Context: an optimization exercise on an open-source flow, tuned for small area, a short achievable clock period and few clock cycles. The choices shown serve that exercise and are no tape-out recipe. Function not checked in this run: the RTL went through the layout flow alone.

==> design/flow/design.v <==
module goldschmidt_divider_q4_4 (
    input  wire       clk,
    input  wire       rst_n,
    input  wire       start,
    input  wire [7:0] numerator,
    input  wire [7:0] denominator,
    output wire [7:0] quotient,
    output reg        valid,
    output reg        error
);
    reg busy;
    always @(posedge clk or negedge rst_n) begin
        if (!rst_n) begin
            busy  <= 1'b0;
            valid <= 1'b0;
        end else begin
            busy  <= start;
            valid <= busy;
        end
    end
    wire       sgn0 = numerator[7] ^ denominator[7];
    wire [7:0] nr0  = numerator[7]   ? -numerator   : numerator;
    wire [7:0] dr0  = denominator[7] ? -denominator : denominator;
    reg [2:0] p0, cls0;
    always @(*) begin
        casez (dr0)
            8'b1???????: begin p0 = 3'd7; cls0 = dr0[6:4]; end
            8'b01??????: begin p0 = 3'd6; cls0 = dr0[5:3]; end
            8'b001?????: begin p0 = 3'd5; cls0 = dr0[4:2]; end
            8'b0001????: begin p0 = 3'd4; cls0 = dr0[3:1]; end
            8'b00001???: begin p0 = 3'd3; cls0 = dr0[2:0]; end
            8'b000001??: begin p0 = 3'd2; cls0 = {dr0[1:0], 1'b0}; end
            8'b0000001?: begin p0 = 3'd1; cls0 = {dr0[0], 2'b0}; end
            default:     begin p0 = 3'd0; cls0 = 3'd0; end
        endcase
    end
    reg [4:0] bd0, bd1;
    reg [2:0] bd2;
    always @(*) begin
        case ({nr0[2:0], 1'b0})
            4'b0000:          bd0 = 5'b00000;
            4'b0010:          bd0 = 5'b00001;
            4'b0100:          bd0 = 5'b00010;
            4'b0110:          bd0 = 5'b00100;
            4'b1000:          bd0 = 5'b11000;
            4'b1010:          bd0 = 5'b10100;
            4'b1100:          bd0 = 5'b10010;
            default:          bd0 = 5'b10001;
        endcase
        case (nr0[5:2])
            4'b0000, 4'b1111: bd1 = 5'b00000;
            4'b0001, 4'b0010: bd1 = 5'b00001;
            4'b0011, 4'b0100: bd1 = 5'b00010;
            4'b0101, 4'b0110: bd1 = 5'b00100;
            4'b0111:          bd1 = 5'b01000;
            4'b1000:          bd1 = 5'b11000;
            4'b1001, 4'b1010: bd1 = 5'b10100;
            4'b1011, 4'b1100: bd1 = 5'b10010;
            default:          bd1 = 5'b10001;
        endcase
        bd2 = {1'b0, nr0[7] | (nr0[6] & nr0[5]), ~nr0[7] & (nr0[6] ^ nr0[5])};
    end
    wire [12:0] k1a0 = ({13{cls0 == 3'd0}} & 13'd7224) |
        ({13{cls0 == 3'd1}} & 13'd6783) |
        ({13{cls0 == 3'd2}} & 13'd6240) |
        ({13{cls0 == 3'd3}} & 13'd5840) |
        ({13{cls0 == 3'd4}} & 13'd5328) |
        ({13{cls0 == 3'd5}} & 13'd5004) |
        ({13{cls0 == 3'd6}} & 13'd4658) |
        ({13{cls0 == 3'd7}} & 13'd4369);
    wire [14:0] k3a0 = ({15{cls0 == 3'd0}} & 15'd21672) |
        ({15{cls0 == 3'd1}} & 15'd20349) |
        ({15{cls0 == 3'd2}} & 15'd18720) |
        ({15{cls0 == 3'd3}} & 15'd17520) |
        ({15{cls0 == 3'd4}} & 15'd15984) |
        ({15{cls0 == 3'd5}} & 15'd15012) |
        ({15{cls0 == 3'd6}} & 15'd13974) |
        ({15{cls0 == 3'd7}} & 15'd13107);
    reg [7:0] rom0;
    always @(*) begin
        case (nr0[6:0])
            7'd0: rom0 = 8'd0;
            7'd1: rom0 = 8'd187;
            7'd2: rom0 = 8'd229;
            7'd3: rom0 = 8'd108;
            7'd4: rom0 = 8'd242;
            7'd5: rom0 = 8'd173;
            7'd6: rom0 = 8'd215;
            7'd7: rom0 = 8'd94;
            7'd8: rom0 = 8'd229;
            7'd9: rom0 = 8'd15;
            7'd10: rom0 = 8'd202;
            7'd11: rom0 = 8'd81;
            7'd12: rom0 = 8'd122;
            7'd13: rom0 = 8'd1;
            7'd14: rom0 = 8'd188;
            7'd15: rom0 = 8'd67;
            7'd16: rom0 = 8'd109;
            7'd17: rom0 = 8'd244;
            7'd18: rom0 = 8'd123;
            7'd19: rom0 = 8'd216;
            7'd20: rom0 = 8'd95;
            7'd21: rom0 = 8'd230;
            7'd22: rom0 = 8'd16;
            7'd23: rom0 = 8'd203;
            7'd24: rom0 = 8'd82;
            7'd25: rom0 = 8'd217;
            7'd26: rom0 = 8'd3;
            7'd27: rom0 = 8'd138;
            7'd28: rom0 = 8'd68;
            7'd29: rom0 = 8'd110;
            7'd30: rom0 = 8'd245;
            7'd31: rom0 = 8'd124;
            7'd32: rom0 = 8'd166;
            7'd33: rom0 = 8'd97;
            7'd34: rom0 = 8'd232;
            7'd35: rom0 = 8'd111;
            7'd36: rom0 = 8'd153;
            7'd37: rom0 = 8'd83;
            7'd38: rom0 = 8'd218;
            7'd39: rom0 = 8'd4;
            7'd40: rom0 = 8'd139;
            7'd41: rom0 = 8'd18;
            7'd42: rom0 = 8'd112;
            7'd43: rom0 = 8'd247;
            7'd44: rom0 = 8'd125;
            7'd45: rom0 = 8'd4;
            7'd46: rom0 = 8'd98;
            7'd47: rom0 = 8'd233;
            7'd48: rom0 = 8'd112;
            7'd49: rom0 = 8'd154;
            7'd50: rom0 = 8'd33;
            7'd51: rom0 = 8'd220;
            7'd52: rom0 = 8'd5;
            7'd53: rom0 = 8'd140;
            7'd54: rom0 = 8'd19;
            7'd55: rom0 = 8'd206;
            7'd56: rom0 = 8'd248;
            7'd57: rom0 = 8'd127;
            7'd58: rom0 = 8'd6;
            7'd59: rom0 = 8'd47;
            7'd60: rom0 = 8'd234;
            7'd61: rom0 = 8'd113;
            7'd62: rom0 = 8'd155;
            7'd63: rom0 = 8'd34;
            7'd64: rom0 = 8'd169;
            7'd65: rom0 = 8'd100;
            7'd66: rom0 = 8'd141;
            7'd67: rom0 = 8'd20;
            7'd68: rom0 = 8'd155;
            7'd69: rom0 = 8'd249;
            7'd70: rom0 = 8'd128;
            7'd71: rom0 = 8'd7;
            7'd72: rom0 = 8'd49;
            7'd73: rom0 = 8'd183;
            7'd74: rom0 = 8'd114;
            7'd75: rom0 = 8'd249;
            7'd76: rom0 = 8'd35;
            7'd77: rom0 = 8'd170;
            7'd78: rom0 = 8'd101;
            7'd79: rom0 = 8'd143;
            7'd80: rom0 = 8'd21;
            7'd81: rom0 = 8'd156;
            7'd82: rom0 = 8'd198;
            7'd83: rom0 = 8'd129;
            7'd84: rom0 = 8'd8;
            7'd85: rom0 = 8'd143;
            7'd86: rom0 = 8'd58;
            7'd87: rom0 = 8'd245;
            7'd88: rom0 = 8'd30;
            7'd89: rom0 = 8'd165;
            7'd90: rom0 = 8'd44;
            7'd91: rom0 = 8'd179;
            7'd92: rom0 = 8'd17;
            7'd93: rom0 = 8'd152;
            7'd94: rom0 = 8'd31;
            7'd95: rom0 = 8'd72;
            7'd96: rom0 = 8'd207;
            7'd97: rom0 = 8'd138;
            7'd98: rom0 = 8'd180;
            7'd99: rom0 = 8'd59;
            7'd100: rom0 = 8'd194;
            7'd101: rom0 = 8'd125;
            7'd102: rom0 = 8'd166;
            7'd103: rom0 = 8'd45;
            7'd104: rom0 = 8'd180;
            7'd105: rom0 = 8'd222;
            7'd106: rom0 = 8'd153;
            7'd107: rom0 = 8'd32;
            7'd108: rom0 = 8'd74;
            7'd109: rom0 = 8'd208;
            7'd110: rom0 = 8'd139;
            7'd111: rom0 = 8'd18;
            7'd112: rom0 = 8'd60;
            7'd113: rom0 = 8'd195;
            7'd114: rom0 = 8'd74;
            7'd115: rom0 = 8'd168;
            7'd116: rom0 = 8'd47;
            7'd117: rom0 = 8'd181;
            7'd118: rom0 = 8'd223;
            7'd119: rom0 = 8'd154;
            7'd120: rom0 = 8'd33;
            7'd121: rom0 = 8'd168;
            7'd122: rom0 = 8'd210;
            7'd123: rom0 = 8'd89;
            7'd124: rom0 = 8'd19;
            7'd125: rom0 = 8'd61;
            7'd126: rom0 = 8'd196;
            7'd127: rom0 = 8'd75;
        endcase
    end
    wire dz0   = (denominator == 8'd0);
    wire eq0   = (nr0 == dr0);
    wire d160  = (dr0 == 8'h10) & nr0[7];
    wire d1280 = (denominator == 8'h80);
    reg [7:0] spec0;
    always @(*) begin
        if (dz0)       spec0 = 8'h00;
        else if (eq0)  spec0 = 8'h10;
        else if (d160) spec0 = 8'h80;
        else           spec0 = rom0;
    end
    wire       bsa0 = bd0[4], bsa1 = bd1[4];
    wire [4:1] bma0 = bd0[3:0], bma1 = bd1[3:0];
    wire [4:1] bma2 = {2'b00, bd2[1:0]};
    wire ppa0_0 = (bsa0 ^ ((bma0[1] & k1a0[0]) | (bma0[3] & k3a0[0])));
    wire ppa0_1 = (bsa0 ^ ((bma0[1] & k1a0[1]) | (bma0[2] & k1a0[0]) | (bma0[3] & k3a0[1])));
    wire ppa0_2 = (bsa0 ^ ((bma0[1] & k1a0[2]) | (bma0[2] & k1a0[1]) | (bma0[3] & k3a0[2]) | (bma0[4] & k1a0[0])));
    wire ppa0_3 = (bsa0 ^ ((bma0[1] & k1a0[3]) | (bma0[2] & k1a0[2]) | (bma0[3] & k3a0[3]) | (bma0[4] & k1a0[1])));
    wire ppa0_4 = (bsa0 ^ ((bma0[1] & k1a0[4]) | (bma0[2] & k1a0[3]) | (bma0[3] & k3a0[4]) | (bma0[4] & k1a0[2])));
    wire ppa0_5 = (bsa0 ^ ((bma0[1] & k1a0[5]) | (bma0[2] & k1a0[4]) | (bma0[3] & k3a0[5]) | (bma0[4] & k1a0[3])));
    wire ppa0_6 = (bsa0 ^ ((bma0[1] & k1a0[6]) | (bma0[2] & k1a0[5]) | (bma0[3] & k3a0[6]) | (bma0[4] & k1a0[4])));
    wire ppa0_7 = (bsa0 ^ ((bma0[1] & k1a0[7]) | (bma0[2] & k1a0[6]) | (bma0[3] & k3a0[7]) | (bma0[4] & k1a0[5])));
    wire ppa0_8 = (bsa0 ^ ((bma0[1] & k1a0[8]) | (bma0[2] & k1a0[7]) | (bma0[3] & k3a0[8]) | (bma0[4] & k1a0[6])));
    wire ppa0_9 = (bsa0 ^ ((bma0[1] & k1a0[9]) | (bma0[2] & k1a0[8]) | (bma0[3] & k3a0[9]) | (bma0[4] & k1a0[7])));
    wire ppa0_10 = (bsa0 ^ ((bma0[1] & k1a0[10]) | (bma0[2] & k1a0[9]) | (bma0[3] & k3a0[10]) | (bma0[4] & k1a0[8])));
    wire ppa0_11 = (bsa0 ^ ((bma0[1] & k1a0[11]) | (bma0[2] & k1a0[10]) | (bma0[3] & k3a0[11]) | (bma0[4] & k1a0[9])));
    wire ppa0_12 = (bsa0 ^ ((bma0[1] & k1a0[12]) | (bma0[2] & k1a0[11]) | (bma0[3] & k3a0[12]) | (bma0[4] & k1a0[10])));
    wire ppa0_13 = (bsa0 ^ ((bma0[2] & k1a0[12]) | (bma0[3] & k3a0[13]) | (bma0[4] & k1a0[11])));
    wire ppa0_14 = (bsa0 ^ ((bma0[3] & k3a0[14]) | (bma0[4] & k1a0[12])));
    wire [14:0] ppa0 = {ppa0_14, ppa0_13, ppa0_12, ppa0_11, ppa0_10, ppa0_9, ppa0_8, ppa0_7, ppa0_6, ppa0_5, ppa0_4, ppa0_3, ppa0_2, ppa0_1, ppa0_0};
    wire ppa1_0 = (bsa1 ^ ((bma1[1] & k1a0[0]) | (bma1[3] & k3a0[0])));
    wire ppa1_1 = (bsa1 ^ ((bma1[1] & k1a0[1]) | (bma1[2] & k1a0[0]) | (bma1[3] & k3a0[1])));
    wire ppa1_2 = (bsa1 ^ ((bma1[1] & k1a0[2]) | (bma1[2] & k1a0[1]) | (bma1[3] & k3a0[2]) | (bma1[4] & k1a0[0])));
    wire ppa1_3 = (bsa1 ^ ((bma1[1] & k1a0[3]) | (bma1[2] & k1a0[2]) | (bma1[3] & k3a0[3]) | (bma1[4] & k1a0[1])));
    wire ppa1_4 = (bsa1 ^ ((bma1[1] & k1a0[4]) | (bma1[2] & k1a0[3]) | (bma1[3] & k3a0[4]) | (bma1[4] & k1a0[2])));
    wire ppa1_5 = (bsa1 ^ ((bma1[1] & k1a0[5]) | (bma1[2] & k1a0[4]) | (bma1[3] & k3a0[5]) | (bma1[4] & k1a0[3])));
    wire ppa1_6 = (bsa1 ^ ((bma1[1] & k1a0[6]) | (bma1[2] & k1a0[5]) | (bma1[3] & k3a0[6]) | (bma1[4] & k1a0[4])));
    wire ppa1_7 = (bsa1 ^ ((bma1[1] & k1a0[7]) | (bma1[2] & k1a0[6]) | (bma1[3] & k3a0[7]) | (bma1[4] & k1a0[5])));
    wire ppa1_8 = (bsa1 ^ ((bma1[1] & k1a0[8]) | (bma1[2] & k1a0[7]) | (bma1[3] & k3a0[8]) | (bma1[4] & k1a0[6])));
    wire ppa1_9 = (bsa1 ^ ((bma1[1] & k1a0[9]) | (bma1[2] & k1a0[8]) | (bma1[3] & k3a0[9]) | (bma1[4] & k1a0[7])));
    wire ppa1_10 = (bsa1 ^ ((bma1[1] & k1a0[10]) | (bma1[2] & k1a0[9]) | (bma1[3] & k3a0[10]) | (bma1[4] & k1a0[8])));
    wire ppa1_11 = (bsa1 ^ ((bma1[1] & k1a0[11]) | (bma1[2] & k1a0[10]) | (bma1[3] & k3a0[11]) | (bma1[4] & k1a0[9])));
    wire ppa1_12 = (bsa1 ^ ((bma1[1] & k1a0[12]) | (bma1[2] & k1a0[11]) | (bma1[3] & k3a0[12]) | (bma1[4] & k1a0[10])));
    wire ppa1_13 = (bsa1 ^ ((bma1[2] & k1a0[12]) | (bma1[3] & k3a0[13]) | (bma1[4] & k1a0[11])));
    wire ppa1_14 = (bsa1 ^ ((bma1[3] & k3a0[14]) | (bma1[4] & k1a0[12])));
    wire [14:0] ppa1 = {ppa1_14, ppa1_13, ppa1_12, ppa1_11, ppa1_10, ppa1_9, ppa1_8, ppa1_7, ppa1_6, ppa1_5, ppa1_4, ppa1_3, ppa1_2, ppa1_1, ppa1_0};
    wire ppa2_0 = ((bma2[1] & k1a0[0]));
    wire ppa2_1 = ((bma2[1] & k1a0[1]) | (bma2[2] & k1a0[0]));
    wire ppa2_2 = ((bma2[1] & k1a0[2]) | (bma2[2] & k1a0[1]));
    wire ppa2_3 = ((bma2[1] & k1a0[3]) | (bma2[2] & k1a0[2]));
    wire ppa2_4 = ((bma2[1] & k1a0[4]) | (bma2[2] & k1a0[3]));
    wire ppa2_5 = ((bma2[1] & k1a0[5]) | (bma2[2] & k1a0[4]));
    wire ppa2_6 = ((bma2[1] & k1a0[6]) | (bma2[2] & k1a0[5]));
    wire ppa2_7 = ((bma2[1] & k1a0[7]) | (bma2[2] & k1a0[6]));
    wire ppa2_8 = ((bma2[1] & k1a0[8]) | (bma2[2] & k1a0[7]));
    wire ppa2_9 = ((bma2[1] & k1a0[9]) | (bma2[2] & k1a0[8]));
    wire ppa2_10 = ((bma2[1] & k1a0[10]) | (bma2[2] & k1a0[9]));
    wire ppa2_11 = ((bma2[1] & k1a0[11]) | (bma2[2] & k1a0[10]));
    wire ppa2_12 = ((bma2[1] & k1a0[12]) | (bma2[2] & k1a0[11]));
    wire ppa2_13 = ((bma2[2] & k1a0[12]));
    wire [13:0] ppa2 = {ppa2_13, ppa2_12, ppa2_11, ppa2_10, ppa2_9, ppa2_8, ppa2_7, ppa2_6, ppa2_5, ppa2_4, ppa2_3, ppa2_2, ppa2_1, ppa2_0};
    reg [14:0] pp0, pp1;
    reg [13:0] pp2;
    reg        bs0, bs1;
    reg [2:0]  pa, cls;
    reg        sgna, dza, usespa;
    reg [7:0]  speca;
    always @(posedge clk) begin
        pp0    <= ppa0;
        pp1    <= ppa1;
        pp2    <= ppa2;
        bs0    <= bsa0;
        bs1    <= bsa1;
        pa     <= p0;
        cls    <= cls0;
        sgna   <= sgn0;
        dza    <= dz0;
        usespa <= dz0 | eq0 | d160 | d1280;
        speca  <= spec0;
    end
    wire m1_1;
    wire m1_2;
    wire m1_3;
    wire m1_4;
    wire m1_5;
    wire m1_6;
    wire m1_7;
    wire m1_8;
    wire m1_9;
    wire m1_10;
    wire m1_11;
    wire m1_12;
    wire m1_13;
    wire m1_14;
    wire m1_15;
    wire m1_16;
    wire m1_17;
    wire m1_18;
    wire m1_19;
    wire m1_20;
    wire m1_21;
    wire m1_22;
    wire m1_23;
    wire m1_24;
    wire m1_25;
    wire m1_26;
    wire m1_27;
    wire m1_28;
    wire m1_29;
    wire m1_30;
    wire m1_31;
    wire m1_32;
    wire m1_33;
    wire m1_34;
    assign m1_1 = bs1 ^ pp0[3];
    assign m1_2 = bs1 & pp0[3];
    assign m1_3 = pp0[4] ^ pp1[1];
    assign m1_4 = pp0[4] & pp1[1];
    assign m1_5 = pp0[5] ^ pp1[2];
    assign m1_6 = pp0[5] & pp1[2];
    assign m1_7 = pp0[6] ^ pp1[3] ^ pp2[0];
    assign m1_8 = (pp0[6] & pp1[3]) | (pp0[6] & pp2[0]) | (pp1[3] & pp2[0]);
    assign m1_9 = pp0[7] ^ pp1[4] ^ pp2[1];
    assign m1_10 = (pp0[7] & pp1[4]) | (pp0[7] & pp2[1]) | (pp1[4] & pp2[1]);
    assign m1_11 = pp0[8] ^ pp1[5] ^ pp2[2];
    assign m1_12 = (pp0[8] & pp1[5]) | (pp0[8] & pp2[2]) | (pp1[5] & pp2[2]);
    assign m1_13 = pp0[9] ^ pp1[6] ^ pp2[3];
    assign m1_14 = (pp0[9] & pp1[6]) | (pp0[9] & pp2[3]) | (pp1[6] & pp2[3]);
    assign m1_15 = pp0[10] ^ pp1[7] ^ pp2[4];
    assign m1_16 = (pp0[10] & pp1[7]) | (pp0[10] & pp2[4]) | (pp1[7] & pp2[4]);
    assign m1_17 = pp0[11] ^ pp1[8] ^ pp2[5];
    assign m1_18 = (pp0[11] & pp1[8]) | (pp0[11] & pp2[5]) | (pp1[8] & pp2[5]);
    assign m1_19 = pp0[12] ^ pp1[9] ^ pp2[6];
    assign m1_20 = (pp0[12] & pp1[9]) | (pp0[12] & pp2[6]) | (pp1[9] & pp2[6]);
    assign m1_21 = pp0[13] ^ pp1[10] ^ pp2[7];
    assign m1_22 = (pp0[13] & pp1[10]) | (pp0[13] & pp2[7]) | (pp1[10] & pp2[7]);
    assign m1_23 = pp0[14] ^ pp1[11] ^ pp2[8];
    assign m1_24 = (pp0[14] & pp1[11]) | (pp0[14] & pp2[8]) | (pp1[11] & pp2[8]);
    assign m1_25 = bs0 ^ pp1[12] ^ pp2[9];
    assign m1_26 = (bs0 & pp1[12]) | (bs0 & pp2[9]) | (pp1[12] & pp2[9]);
    assign m1_27 = bs0 ^ pp1[13] ^ pp2[10];
    assign m1_28 = (bs0 & pp1[13]) | (bs0 & pp2[10]) | (pp1[13] & pp2[10]);
    assign m1_29 = bs0 ^ pp1[14] ^ pp2[11];
    assign m1_30 = (bs0 & pp1[14]) | (bs0 & pp2[11]) | (pp1[14] & pp2[11]);
    assign m1_31 = ~bs0 ^ ~bs1 ^ pp2[12];
    assign m1_32 = (~bs0 & ~bs1) | (~bs0 & pp2[12]) | (~bs1 & pp2[12]);
    assign m1_33 = 1'b1 ^ pp2[13];
    assign m1_34 = 1'b1 & pp2[13];
    wire [19:0] x_a = {m1_33, m1_31, m1_29, m1_27, m1_25, m1_23, m1_21, m1_19, m1_17, m1_15, m1_13, m1_11, m1_9, m1_7, m1_5, m1_3, m1_1, pp0[2], pp0[1], bs0};
    wire [19:0] x_b = {m1_32, m1_30, m1_28, m1_26, m1_24, m1_22, m1_20, m1_18, m1_16, m1_14, m1_12, m1_10, m1_8, m1_6, m1_4, m1_2, pp1[0], 1'b0, 1'b0, pp0[0]};
    wire [19:0] x  = x_a + x_b;
    wire [11:0] n2 = x[19:8];
    wire [1:0] s3 = ({2{cls == 3'd1}} & 2'd1) |
        ({2{cls == 3'd2}} & 2'd2) |
        ({2{cls == 3'd3}} & 2'd2) |
        ({2{cls == 3'd4}} & 2'd2) |
        ({2{cls == 3'd5}} & 2'd2) |
        ({2{cls == 3'd6}} & 2'd2) |
        ({2{cls == 3'd7}} & 2'd2);
    wire [1:0] es = ({2{cls == 3'd0}} & 2'd1) |
        ({2{cls == 3'd2}} & 2'd2) |
        ({2{cls == 3'd4}} & 2'd1);
    wire [2:0] e1 = ({3{cls == 3'd0}} & 3'd1) |
        ({3{cls == 3'd1}} & 3'd4) |
        ({3{cls == 3'd2}} & 3'd7) |
        ({3{cls == 3'd3}} & 3'd2) |
        ({3{cls == 3'd4}} & 3'd1) |
        ({3{cls == 3'd7}} & 3'd1);
    wire [2:0] e2 = ({3{cls == 3'd0}} & 3'd4) |
        ({3{cls == 3'd1}} & 3'd1) |
        ({3{cls == 3'd3}} & 3'd1) |
        ({3{cls == 3'd4}} & 3'd2) |
        ({3{cls == 3'd5}} & 3'd1) |
        ({3{cls == 3'd6}} & 3'd1);
    wire [19:0] c2 = ({20{cls == 3'd0}} & 20'd1040385) |
        ({20{cls == 3'd2}} & 20'd1015812) |
        ({20{cls == 3'd4}} & 20'd1040385);
    wire es_0 = es[0], es_1 = es[1];
    wire e1_0 = e1[0], e1_1 = e1[1], e1_2 = e1[2];
    wire e2_0 = e2[0], e2_1 = e2[1], e2_2 = e2[2];
    wire m2_1;
    wire m2_2;
    wire m2_3;
    wire m2_4;
    wire m2_5;
    wire m2_6;
    wire m2_7;
    wire m2_8;
    wire m2_9;
    wire m2_10;
    wire m2_11;
    wire m2_12;
    wire m2_13;
    wire m2_14;
    wire m2_15;
    wire m2_16;
    wire m2_17;
    wire m2_18;
    wire m2_19;
    wire m2_20;
    wire m2_21;
    wire m2_22;
    wire m2_23;
    wire m2_24;
    wire m2_25;
    wire m2_26;
    wire m2_27;
    wire m2_28;
    wire m2_29;
    wire m2_30;
    wire m2_31;
    wire m2_32;
    wire m2_33;
    wire m2_34;
    wire m2_35;
    wire m2_36;
    wire m2_37;
    wire m2_38;
    wire m2_39;
    wire m2_40;
    wire m2_41;
    wire m2_42;
    wire m2_43;
    wire m2_44;
    wire m2_45;
    wire m2_46;
    wire m2_47;
    wire m2_48;
    wire m2_49;
    wire m2_50;
    wire m2_51;
    wire m2_52;
    wire m2_53;
    wire m2_54;
    assign m2_1 = n2[0] ^ (es_0 ^ ((e1_0 & n2[8]) | (e2_0 & n2[7])));
    assign m2_2 = n2[0] & (es_0 ^ ((e1_0 & n2[8]) | (e2_0 & n2[7])));
    assign m2_3 = n2[1] ^ (es_0 ^ ((e1_0 & n2[9]) | (e2_0 & n2[8]))) ^ (es_1 ^ ((e1_1 & n2[7]) | (e2_1 & n2[6])));
    assign m2_4 = (n2[1] & (es_0 ^ ((e1_0 & n2[9]) | (e2_0 & n2[8])))) | (n2[1] & (es_1 ^ ((e1_1 & n2[7]) | (e2_1 & n2[6])))) | ((es_0 ^ ((e1_0 & n2[9]) | (e2_0 & n2[8]))) & (es_1 ^ ((e1_1 & n2[7]) | (e2_1 & n2[6]))));
    assign m2_5 = n2[2] ^ (es_0 ^ ((e1_0 & n2[10]) | (e2_0 & n2[9]))) ^ (es_1 ^ ((e1_1 & n2[8]) | (e2_1 & n2[7])));
    assign m2_6 = (n2[2] & (es_0 ^ ((e1_0 & n2[10]) | (e2_0 & n2[9])))) | (n2[2] & (es_1 ^ ((e1_1 & n2[8]) | (e2_1 & n2[7])))) | ((es_0 ^ ((e1_0 & n2[10]) | (e2_0 & n2[9]))) & (es_1 ^ ((e1_1 & n2[8]) | (e2_1 & n2[7]))));
    assign m2_7 = n2[3] ^ (es_0 ^ ((e1_0 & n2[11]) | (e2_0 & n2[10]))) ^ (es_1 ^ ((e1_1 & n2[9]) | (e2_1 & n2[8])));
    assign m2_8 = (n2[3] & (es_0 ^ ((e1_0 & n2[11]) | (e2_0 & n2[10])))) | (n2[3] & (es_1 ^ ((e1_1 & n2[9]) | (e2_1 & n2[8])))) | ((es_0 ^ ((e1_0 & n2[11]) | (e2_0 & n2[10]))) & (es_1 ^ ((e1_1 & n2[9]) | (e2_1 & n2[8]))));
    assign m2_9 = n2[4] ^ (es_0 ^ ((e2_0 & n2[11]))) ^ (es_1 ^ ((e1_1 & n2[10]) | (e2_1 & n2[9])));
    assign m2_10 = (n2[4] & (es_0 ^ ((e2_0 & n2[11])))) | (n2[4] & (es_1 ^ ((e1_1 & n2[10]) | (e2_1 & n2[9])))) | ((es_0 ^ ((e2_0 & n2[11]))) & (es_1 ^ ((e1_1 & n2[10]) | (e2_1 & n2[9]))));
    assign m2_11 = n2[5] ^ c2[13] ^ (es_1 ^ ((e1_1 & n2[11]) | (e2_1 & n2[10])));
    assign m2_12 = (n2[5] & c2[13]) | (n2[5] & (es_1 ^ ((e1_1 & n2[11]) | (e2_1 & n2[10])))) | (c2[13] & (es_1 ^ ((e1_1 & n2[11]) | (e2_1 & n2[10]))));
    assign m2_13 = n2[6] ^ c2[14] ^ (es_1 ^ ((e2_1 & n2[11])));
    assign m2_14 = (n2[6] & c2[14]) | (n2[6] & (es_1 ^ ((e2_1 & n2[11])))) | (c2[14] & (es_1 ^ ((e2_1 & n2[11]))));
    assign m2_15 = n2[7] ^ c2[15];
    assign m2_16 = n2[7] & c2[15];
    assign m2_17 = n2[8] ^ c2[16];
    assign m2_18 = n2[8] & c2[16];
    assign m2_19 = c2[2] ^ (es_0 ^ ((e1_0 & n2[2]) | (e2_0 & n2[1])));
    assign m2_20 = c2[2] & (es_0 ^ ((e1_0 & n2[2]) | (e2_0 & n2[1])));
    assign m2_21 = (es_0 ^ ((e1_0 & n2[3]) | (e2_0 & n2[2]))) ^ (es_1 ^ ((e1_1 & n2[1]) | (e2_1 & n2[0])));
    assign m2_22 = (es_0 ^ ((e1_0 & n2[3]) | (e2_0 & n2[2]))) & (es_1 ^ ((e1_1 & n2[1]) | (e2_1 & n2[0])));
    assign m2_23 = (es_0 ^ ((e1_0 & n2[4]) | (e2_0 & n2[3]))) ^ (es_1 ^ ((e1_1 & n2[2]) | (e2_1 & n2[1]))) ^ ((e1_2 & n2[0]));
    assign m2_24 = ((es_0 ^ ((e1_0 & n2[4]) | (e2_0 & n2[3]))) & (es_1 ^ ((e1_1 & n2[2]) | (e2_1 & n2[1])))) | ((es_0 ^ ((e1_0 & n2[4]) | (e2_0 & n2[3]))) & ((e1_2 & n2[0]))) | ((es_1 ^ ((e1_1 & n2[2]) | (e2_1 & n2[1]))) & ((e1_2 & n2[0])));
    assign m2_25 = (es_0 ^ ((e1_0 & n2[5]) | (e2_0 & n2[4]))) ^ (es_1 ^ ((e1_1 & n2[3]) | (e2_1 & n2[2]))) ^ ((e1_2 & n2[1]) | (e2_2 & n2[0]));
    assign m2_26 = ((es_0 ^ ((e1_0 & n2[5]) | (e2_0 & n2[4]))) & (es_1 ^ ((e1_1 & n2[3]) | (e2_1 & n2[2])))) | ((es_0 ^ ((e1_0 & n2[5]) | (e2_0 & n2[4]))) & ((e1_2 & n2[1]) | (e2_2 & n2[0]))) | ((es_1 ^ ((e1_1 & n2[3]) | (e2_1 & n2[2]))) & ((e1_2 & n2[1]) | (e2_2 & n2[0])));
    assign m2_27 = (es_0 ^ ((e1_0 & n2[6]) | (e2_0 & n2[5]))) ^ (es_1 ^ ((e1_1 & n2[4]) | (e2_1 & n2[3]))) ^ ((e1_2 & n2[2]) | (e2_2 & n2[1]));
    assign m2_28 = ((es_0 ^ ((e1_0 & n2[6]) | (e2_0 & n2[5]))) & (es_1 ^ ((e1_1 & n2[4]) | (e2_1 & n2[3])))) | ((es_0 ^ ((e1_0 & n2[6]) | (e2_0 & n2[5]))) & ((e1_2 & n2[2]) | (e2_2 & n2[1]))) | ((es_1 ^ ((e1_1 & n2[4]) | (e2_1 & n2[3]))) & ((e1_2 & n2[2]) | (e2_2 & n2[1])));
    assign m2_29 = (es_0 ^ ((e1_0 & n2[7]) | (e2_0 & n2[6]))) ^ (es_1 ^ ((e1_1 & n2[5]) | (e2_1 & n2[4]))) ^ ((e1_2 & n2[3]) | (e2_2 & n2[2]));
    assign m2_30 = ((es_0 ^ ((e1_0 & n2[7]) | (e2_0 & n2[6]))) & (es_1 ^ ((e1_1 & n2[5]) | (e2_1 & n2[4])))) | ((es_0 ^ ((e1_0 & n2[7]) | (e2_0 & n2[6]))) & ((e1_2 & n2[3]) | (e2_2 & n2[2]))) | ((es_1 ^ ((e1_1 & n2[5]) | (e2_1 & n2[4]))) & ((e1_2 & n2[3]) | (e2_2 & n2[2])));
    assign m2_31 = (es_1 ^ ((e1_1 & n2[6]) | (e2_1 & n2[5]))) ^ ((e1_2 & n2[4]) | (e2_2 & n2[3])) ^ m2_1;
    assign m2_32 = ((es_1 ^ ((e1_1 & n2[6]) | (e2_1 & n2[5]))) & ((e1_2 & n2[4]) | (e2_2 & n2[3]))) | ((es_1 ^ ((e1_1 & n2[6]) | (e2_1 & n2[5]))) & m2_1) | (((e1_2 & n2[4]) | (e2_2 & n2[3])) & m2_1);
    assign m2_33 = ((e1_2 & n2[5]) | (e2_2 & n2[4])) ^ m2_2 ^ m2_3;
    assign m2_34 = (((e1_2 & n2[5]) | (e2_2 & n2[4])) & m2_2) | (((e1_2 & n2[5]) | (e2_2 & n2[4])) & m2_3) | (m2_2 & m2_3);
    assign m2_35 = ((e1_2 & n2[6]) | (e2_2 & n2[5])) ^ m2_4 ^ m2_5;
    assign m2_36 = (((e1_2 & n2[6]) | (e2_2 & n2[5])) & m2_4) | (((e1_2 & n2[6]) | (e2_2 & n2[5])) & m2_5) | (m2_4 & m2_5);
    assign m2_37 = ((e1_2 & n2[7]) | (e2_2 & n2[6])) ^ m2_6 ^ m2_7;
    assign m2_38 = (((e1_2 & n2[7]) | (e2_2 & n2[6])) & m2_6) | (((e1_2 & n2[7]) | (e2_2 & n2[6])) & m2_7) | (m2_6 & m2_7);
    assign m2_39 = ((e1_2 & n2[8]) | (e2_2 & n2[7])) ^ m2_8 ^ m2_9;
    assign m2_40 = (((e1_2 & n2[8]) | (e2_2 & n2[7])) & m2_8) | (((e1_2 & n2[8]) | (e2_2 & n2[7])) & m2_9) | (m2_8 & m2_9);
    assign m2_41 = ((e1_2 & n2[9]) | (e2_2 & n2[8])) ^ m2_10 ^ m2_11;
    assign m2_42 = (((e1_2 & n2[9]) | (e2_2 & n2[8])) & m2_10) | (((e1_2 & n2[9]) | (e2_2 & n2[8])) & m2_11) | (m2_10 & m2_11);
    assign m2_43 = ((e1_2 & n2[10]) | (e2_2 & n2[9])) ^ m2_12 ^ m2_13;
    assign m2_44 = (((e1_2 & n2[10]) | (e2_2 & n2[9])) & m2_12) | (((e1_2 & n2[10]) | (e2_2 & n2[9])) & m2_13) | (m2_12 & m2_13);
    assign m2_45 = m2_15 ^ ((e1_2 & n2[11]) | (e2_2 & n2[10])) ^ m2_14;
    assign m2_46 = (m2_15 & ((e1_2 & n2[11]) | (e2_2 & n2[10]))) | (m2_15 & m2_14) | (((e1_2 & n2[11]) | (e2_2 & n2[10])) & m2_14);
    assign m2_47 = m2_16 ^ m2_17 ^ ((e2_2 & n2[11]));
    assign m2_48 = (m2_16 & m2_17) | (m2_16 & ((e2_2 & n2[11]))) | (m2_17 & ((e2_2 & n2[11])));
    assign m2_49 = n2[9] ^ c2[17] ^ m2_18;
    assign m2_50 = (n2[9] & c2[17]) | (n2[9] & m2_18) | (c2[17] & m2_18);
    assign m2_51 = n2[10] ^ c2[18];
    assign m2_52 = n2[10] & c2[18];
    assign m2_53 = n2[11] ^ c2[19];
    assign m2_54 = n2[11] & c2[19];
    wire [19:0] y_a = {m2_53, m2_51, m2_49, m2_47, m2_45, m2_43, m2_41, m2_39, m2_37, m2_35, m2_33, m2_31, m2_29, m2_27, m2_25, m2_23, m2_21, m2_19, (es_0 ^ ((e1_0 & n2[1]) | (e2_0 & n2[0]))), c2[0]};
    wire [19:0] y_b = {m2_52, m2_50, m2_48, m2_46, m2_44, m2_42, m2_40, m2_38, m2_36, m2_34, m2_32, m2_30, m2_28, m2_26, m2_24, m2_22, m2_20, (es_1 ^ ((e1_1 & n2[0]))), 1'b0, (es_0 ^ ((e1_0 & n2[0])))};
    wire [14:0] ylo = {1'b0, y_a[13:0]} + {1'b0, y_b[13:0]};
    reg [5:0]  yha, yhb;
    reg [5:0]  n3lo;
    reg        cy, sg;
    reg [2:0]  pb;
    reg [1:0]  sb;
    always @(posedge clk) begin
        {yha, n3lo} <= usespa ? {3'd0, speca, 1'b0} : {y_a[19:14], ylo[13:8]};
        yhb   <= usespa ? 6'd0 : y_b[19:14];
        cy    <= ~usespa & ylo[14];
        pb    <= usespa ? 3'd0 : pa;
        sb    <= usespa ? 2'd3 : s3;
        sg    <= sgna;
        error <= dza;
    end
    wire [6:0]  n3c = {yha, 1'b1} + {yhb, cy};    
    wire [11:0] n3  = {n3c[6:1], n3lo};
    wire [5:0]  n3s = (sb == 2'd0) ? n3[11:6] :
                      (sb == 2'd1) ? {1'b0, n3[11:7]} :
                      (sb == 2'd2) ? {2'b0, n3[11:8]} : 6'd0;
    wire [12:0] n4  = {1'b0, n3} + {7'd0, n3s};
    wire [6:0]  ph = 7'd1 << pb;
    wire [8:0]  t = ({9{ph[0]}} & n4[8:0])  | ({9{ph[1]}} & n4[9:1])  |
                    ({9{ph[2]}} & n4[10:2]) | ({9{ph[3]}} & n4[11:3]) |
                    ({9{ph[4]}} & n4[12:4]) | ({9{ph[5]}} & {1'b0, n4[12:5]}) |
                    ({9{ph[6]}} & {2'b0, n4[12:6]});
    assign quotient = (t[8:1] ^ {8{sg}}) + {7'd0, t[0] ^ sg};
endmodule
==> design/flow/flow/run.sh <==
#!/bin/bash
set -euo pipefail
bash standard.sh MATCH_CELL_FOOTPRINT=0 'BUFFER_PORTS_ARGS=-buffer_cell sky130_fd_sc_hd__buf_2' finish > standard.log 2>&1
==> design/flow/standard.sh <==
#!/bin/bash
# synth_recipe.tcl (not shown) runs the flow's synth.tcl, then flattens the netlist and writes it again
# the make line also repeats each setting of config.mk as NAME=value (left out here)
make -C /OpenROAD-flow-scripts/flow DESIGN_CONFIG=/design/flow/config.mk WORK_HOME=/design/flow/orfs CLKGATE_MAP_FILE= SYNTH_SCRIPT=/design/flow/synth_recipe.tcl "${@:-finish}"
==> design/flow/config.mk <==
export PLATFORM = sky130hd
export DESIGN_NAME = goldschmidt_divider_q4_4
export DESIGN_NICKNAME = goldschmidt_divider_q4_4
export VERILOG_FILES = /design/flow/design.v
export SDC_FILE = /design/flow/constraint.sdc
export NUM_CORES = 4
export LEC_CHECK = 0
export ABC_AREA = 1
export CAP_MARGIN = 20
export CORE_MARGIN = 2
export CORE_UTILIZATION = 40
export SETUP_SLACK_MARGIN = 1.5
export SLEW_MARGIN = 20
==> design/flow/constraint.sdc <==
create_clock -name core_clock -period 8.0 [get_ports {clk}]
set_input_delay 1.6000 -clock core_clock [delete_from_list [all_inputs] [get_ports {clk}]]
set_output_delay 1.6000 -clock core_clock [all_outputs]
set_load 0.01 [all_outputs]
==> report_table.html <==
<table>
<tr><th>Metric</th><th>Value</th></tr>
<tr><th colspan="2">Global route</th></tr>
<tr><td>All-layer global routing usage</td><td>0.222</td></tr>
<tr><td>Antenna violations before repair</td><td>0</td></tr>
<tr><td>Total congestion overflow after global routing</td><td>0</td></tr>
<tr><td>Global-route wire length before repair</td><td>51400 um</td></tr>
<tr><td>Pin count of the biggest net entering global routing</td><td>36</td></tr>
<tr><td>Via count of the first global-routing pass</td><td>approximately 10000</td></tr>
<tr><th colspan="2">Worst setup path</th></tr>
<tr><td>Arrival time worst endpoint</td><td>4490 ps</td></tr>
<tr><td>Minimum setup slack among reg-to-reg paths</td><td>between 2000 and 2500 ps</td></tr>
<tr><td>Count of cells along the worst register-to-register path</td><td>19</td></tr>
<tr><td>Type of destination of the critical path</td><td>output pin</td></tr>
<tr><td>Worst r2r src</td><td>pp0[12]$_DFF_P_</td></tr>
<tr><td>Crit path max fanout</td><td>6</td></tr>
<tr><td>Worst setup path class</td><td>register to output pin</td></tr>
<tr><td>Terminus of the critical flop-to-flop path</td><td>n3lo[5]$_DFF_P_</td></tr>
<tr><td>Type of element launching the critical path</td><td>register</td></tr>
<tr><td>Data required time at the worst endpoint</td><td>~6400 ps</td></tr>
<tr><th colspan="2">CTS</th></tr>
<tr><td>Worst skew pair latency</td><td>between 300 and 400 ps</td></tr>
<tr><td>Clock buffers created by TritonCTS</td><td>9</td></tr>
<tr><td>Clock tree from TritonCTS</td><td>built</td></tr>
<tr><td>Register clock-pin slew on the reported worst setup and hold paths</td><td>70 ps</td></tr>
<tr><td>Maximum clock insertion buffer count</td><td>2</td></tr>
<tr><td>Clk root buf</td><td>sky130_fd_sc_hd__clkbuf_16</td></tr>
<tr><td>Number of sinks on the clock net</td><td>91</td></tr>
<tr><td>CTS H-Tree Depth</td><td>3</td></tr>
<tr><th colspan="2">Finish</th></tr>
<tr><td>Number of nets at the end of the flow</td><td>~1800</td></tr>
<tr><td>Final standard cell utilization of the core</td><td>0.438</td></tr>
<tr><td>Non-filler cells, final</td><td>2055</td></tr>
<tr><td>Fraction of final layout cells sized beyond drive strength 1</td><td>0.0884</td></tr>
<tr><td>Number of filler cells placed in the layout</td><td>between 2000 and 3000</td></tr>
<tr><td>Number of antenna diodes</td><td>0</td></tr>
<tr><td>Combined flip-flop and latch cell area</td><td>1830 um2</td></tr>
<tr><td>Leading cell types in the layout, fill and taps excluded</td><td>sky130_fd_sc_hd__nand2_1, sky130_fd_sc_hd__inv_1, sky130_fd_sc_hd__nand3_1, sky130_fd_sc_hd__nor2_1, sky130_fd_sc_hd__o21ai_0</td></tr>
<tr><td>Commonest non-fill, non-tap cell in the layout</td><td>sky130_fd_sc_hd__nand2_1</td></tr>
<tr><td>Multi-input combinational cell area</td><td>7810 um2</td></tr>
<tr><td>Area growth, synth to finish</td><td>7.22%</td></tr>
<tr><th colspan="2">STA</th></tr>
<tr><td>Number of endpoints with negative hold slack in the final report</td><td>0</td></tr>
<tr><td>Top achievable clock speed</td><td>164 MHz</td></tr>
<tr><td>Summed negative setup slack over all endpoints</td><td>0 ps</td></tr>
<tr><td>Final Slew Violations</td><td>0</td></tr>
<tr><td>Shortest clock period the worst path allows after layout</td><td>6090 ps</td></tr>
<tr><td>Measured slew at the worst slew-check pin</td><td>874 ps</td></tr>
<tr><td>Setup skew after layout</td><td>9.97 ps</td></tr>
<tr><td>Setup repair after global routing missed its margin</td><td>no</td></tr>
<tr><td>Worst slew margin relative to its limit</td><td>0.413</td></tr>
<tr><td>Least setup slack across all paths after layout</td><td>1910 ps</td></tr>
<tr><td>Post-route fraction of the period consumed by the critical path</td><td>0.762</td></tr>
<tr><td>Endpoints failing setup</td><td>0</td></tr>
<tr><th colspan="2">Drt</th></tr>
<tr><td>Antenna viol nets, final</td><td>0</td></tr>
<tr><td>Number of vias in the routed layout</td><td>roughly 11000</td></tr>
<tr><td>DRC marker count from the first detailed-route iteration</td><td>1118</td></tr>
<tr><td>Residual DRC count</td><td>0</td></tr>
<tr><td>Router iterations before antenna repair</td><td>6</td></tr>
<tr><td>Average detailed-routed wire length per instance</td><td>15.3 um</td></tr>
<tr><td>Vias per cell</td><td>5.49</td></tr>
<tr><td>Post-detailed-routing wire length</td><td>31400 um</td></tr>
<tr><th colspan="2">Placed design</th></tr>
<tr><td>Detailed placer's ending HPWL</td><td>24500 um</td></tr>
<tr><td># placed instances</td><td>2037</td></tr>
<tr><td># port buffers</td><td>28</td></tr>
<tr><td>Gp weighted congestion</td><td>0.952</td></tr>
<tr><td>Worst setup timing slack at the placement stage</td><td>about 2100 ps</td></tr>
<tr><th colspan="2">Synthesis</th></tr>
<tr><td>Total nets after synthesis</td><td>1831</td></tr>
<tr><td>Number of library cell types mapped by synthesis</td><td>57</td></tr>
<tr><td>Synthesized instance count</td><td>1711</td></tr>
<tr><td>Number of warnings reported in the yosys synthesis log</td><td>1</td></tr>
<tr><td>Area contributors post-synth</td><td>sky130_fd_sc_hd__nand2_1, sky130_fd_sc_hd__dfxtp_1, sky130_fd_sc_hd__nand3_1</td></tr>
<tr><td>Mapped Avg Cell Area</td><td>6.24 um2</td></tr>
<tr><td>Synth top area share</td><td>0.173</td></tr>
<tr><td>Synthesized flop and latch total</td><td>91</td></tr>
<tr><td>Combined area of all synthesized cells</td><td>10700 um2</td></tr>
<tr><td>Proportion of synthesized chip area in sequential cells</td><td>0.172</td></tr>
<tr><td>Area leader, netlist</td><td>sky130_fd_sc_hd__nand2_1</td></tr>
<tr><th colspan="2">Worst hold path</th></tr>
<tr><td>Hold wc startpoint</td><td>sgna$_DFF_P_</td></tr>
<tr><td>Worst Hold Path EP</td><td>sg$_DFF_P_</td></tr>
<tr><td>Worst hold stages</td><td>0</td></tr>
<tr><td>Path class of the lowest-slack min-delay path</td><td>register to register</td></tr>
<tr><th colspan="2">Floorplan</th></tr>
<tr><td>Area of the die</td><td>28000 um2</td></tr>
<tr><td># IOs</td><td>29</td></tr>
<tr><td>Row count</td><td>59</td></tr>
<tr><td>Y dimension of the die</td><td>167 um</td></tr>
<tr><td>Core region area</td><td>roughly 26000 um2</td></tr>
<tr><td>Initial standard-cell utilization of the core</td><td>0.409</td></tr>
<tr><td>DIE WIDTH</td><td>between 150 and 200 um</td></tr>
<tr><th colspan="2">Run</th></tr>
<tr><td>Max-cap viol count</td><td>0</td></tr>
<tr><th colspan="2">Status</th></tr>
<tr><td>Outcome</td><td>finished clean</td></tr>
</table>
-- critical path: stages, from the launching register on --
cell	delay [ps]
sky130_fd_sc_hd__dfxtp_1	330
sky130_fd_sc_hd__fa_1	480
sky130_fd_sc_hd__nand3_1	130
sky130_fd_sc_hd__nand2_1	60
sky130_fd_sc_hd__nand2_1	60
sky130_fd_sc_hd__nand2_1	120
sky130_fd_sc_hd__inv_1	130
sky130_fd_sc_hd__o21ai_0	90
sky130_fd_sc_hd__a22oi_1	180
sky130_fd_sc_hd__ha_2	350
sky130_fd_sc_hd__or2_2	330
sky130_fd_sc_hd__nand3_1	120
sky130_fd_sc_hd__nand2_1	80
sky130_fd_sc_hd__nand2_1	60
sky130_fd_sc_hd__nand2_1	90
sky130_fd_sc_hd__inv_1	160
sky130_fd_sc_hd__nand2_1	80
sky130_fd_sc_hd__o2111ai_1	140
sky130_fd_sc_hd__xor2_1	170
sky130_fd_sc_hd__ha_1	190
sky130_fd_sc_hd__ha_1	190
sky130_fd_sc_hd__nand3_1	100
sky130_fd_sc_hd__nor2_2	150
sky130_fd_sc_hd__nand3_1	90
sky130_fd_sc_hd__nand2_1	60
sky130_fd_sc_hd__nand2_1	40
sky130_fd_sc_hd__buf_2	130
-- cell usage after synthesis, drive strengths merged --
| cell | count |
|---|---|
| a31oi | 12 |
| a21o | 7 |
| o31ai | 6 |
| o21a | 3 |
| nand3 | 189 |
| o311ai | 5 |
| nand2 | 517 |
| xnor2 | 8 |
| inv | 220 |
| buf | 25 |
| or2 | 4 |
| and2 | 4 |
| o21bai | 3 |
| a21boi | 1 |
| dfxtp | 89 |
| clkbuf | 21 |
| o221ai | 8 |
| nand3b | 7 |
| a31o | 1 |
| nand4 | 43 |
| o2bb2ai | 1 |
| nor3 | 18 |
| a22oi | 5 |
| nor2 | 140 |
| o21ai | 102 |
| nor4 | 5 |
| clkinv | 6 |
| ha | 67 |
| o211ai | 15 |
| o2111ai | 3 |
| a211oi | 4 |
| o221a | 1 |
| o22ai | 26 |
| xor2 | 28 |
| dfrtp | 2 |
| a21oi | 74 |
| fa | 34 |
| a221oi | 7 |
-- flip-flops by register name, summed over array words and instances, names as in the netlist, 2 cells and up --
register / count
cls: 3
n3lo: 6
pa: 3
pb: 3
pp0: 15
pp1: 15
pp2: 14
sb: 2
speca: 8
yha: 6
yhb: 6
-- logic make-up (layout without fill, tap and decap cells) --
logic type | after synthesis | count (layout) | synth area share
and+or+nand+nor | 927 | 927 | 0.397
AOI/OAI and AO/OA | 284 | 284 | 0.160
buffers and inverters | 272 | 281 | 0.0995
adders and majority gates | 101 | 101 | 0.142
DFF | 91 | 91 | 0.172
xor gates and xnor gates | 36 | 36 | 0.0302
-- per-stage QoR --
| step | cell area [um2] | hold WS [ps] |
|---|---|---|
| after floorplan | 10700 | 310 |
| after global placement | 11100 | 312 |
| after detailed placement | 11100 | 312 |
| after CTS | 11400 | 328 |
| after global routing | 11400 | 341 |
| final | 11400 | 328 |
-- area by class of cell --
class                           instances  area share
Sequential cell                        91       0.160
Multi-Input combinational cell       1348       0.682
Clock inverter                          7     0.00743
Timing Repair Buffer                   39      0.0195
Inverter                              226      0.0745
Clock buffer                            9      0.0197
Tap cell                              335      0.0366
-- worst max-delay path by stage --
stage,startpoint,end,depth (start not counted)
after floorplan,yha[2]$_DFF_P_,quotient[5],25
after global placement,yha[2]$_DFF_P_,quotient[6],27
after detailed placement,yha[2]$_DFF_P_,quotient[6],27
after CTS,yha[2]$_DFF_P_,quotient[6],27
after global routing,yha[2]$_DFF_P_,quotient[6],28
final,yha[0]$_DFF_P_,quotient[6],26
-- per-layer routing --
layer | wire [um] | GRT usage | share of wire
met1 | 14900 | 0.310 | 0.48
met2 | 13900 | 0.354 | 0.44
met3 | 1790 | 0.0281 | 0.057
met4 | 741 | 0.0767 | 0.024
met5 | 0 | 0 | 0
-- what timing repair did --
action                                  CTS  global route
setup buffers                             0             2
hold buffers                              0             0
resized for setup                         0             8
endpoints found under the setup margin    0             6

separate check: timing with driven ports:
Ports are ideal in the flow. The routed layout listed here was re-timed in OpenROAD.
Step 1: set_driving_cell puts a clkbuf_16 on clk and a buf_2 on each other input, an assumption about the parent block.
Step 2, shift: input delay + t, output delay - t, t = (earliest + latest rising clock arrival at the registers) / 2. This alone moves slack from input paths to output paths.
a / b / c = no drivers / after step 1 / after step 2; a / b = the first two.
t (ns): 0.398
setup WS [ns]: 1.906 / 1.859 / 2.256
worst register clock-pin slew, ns: 0.08 / 0.08
cell pins on the clock port's net: 1
After both steps this run still meets setup and hold. The setup slack of this run moves by -0.047 ns with the drivers and by +0.350 ns with both steps.
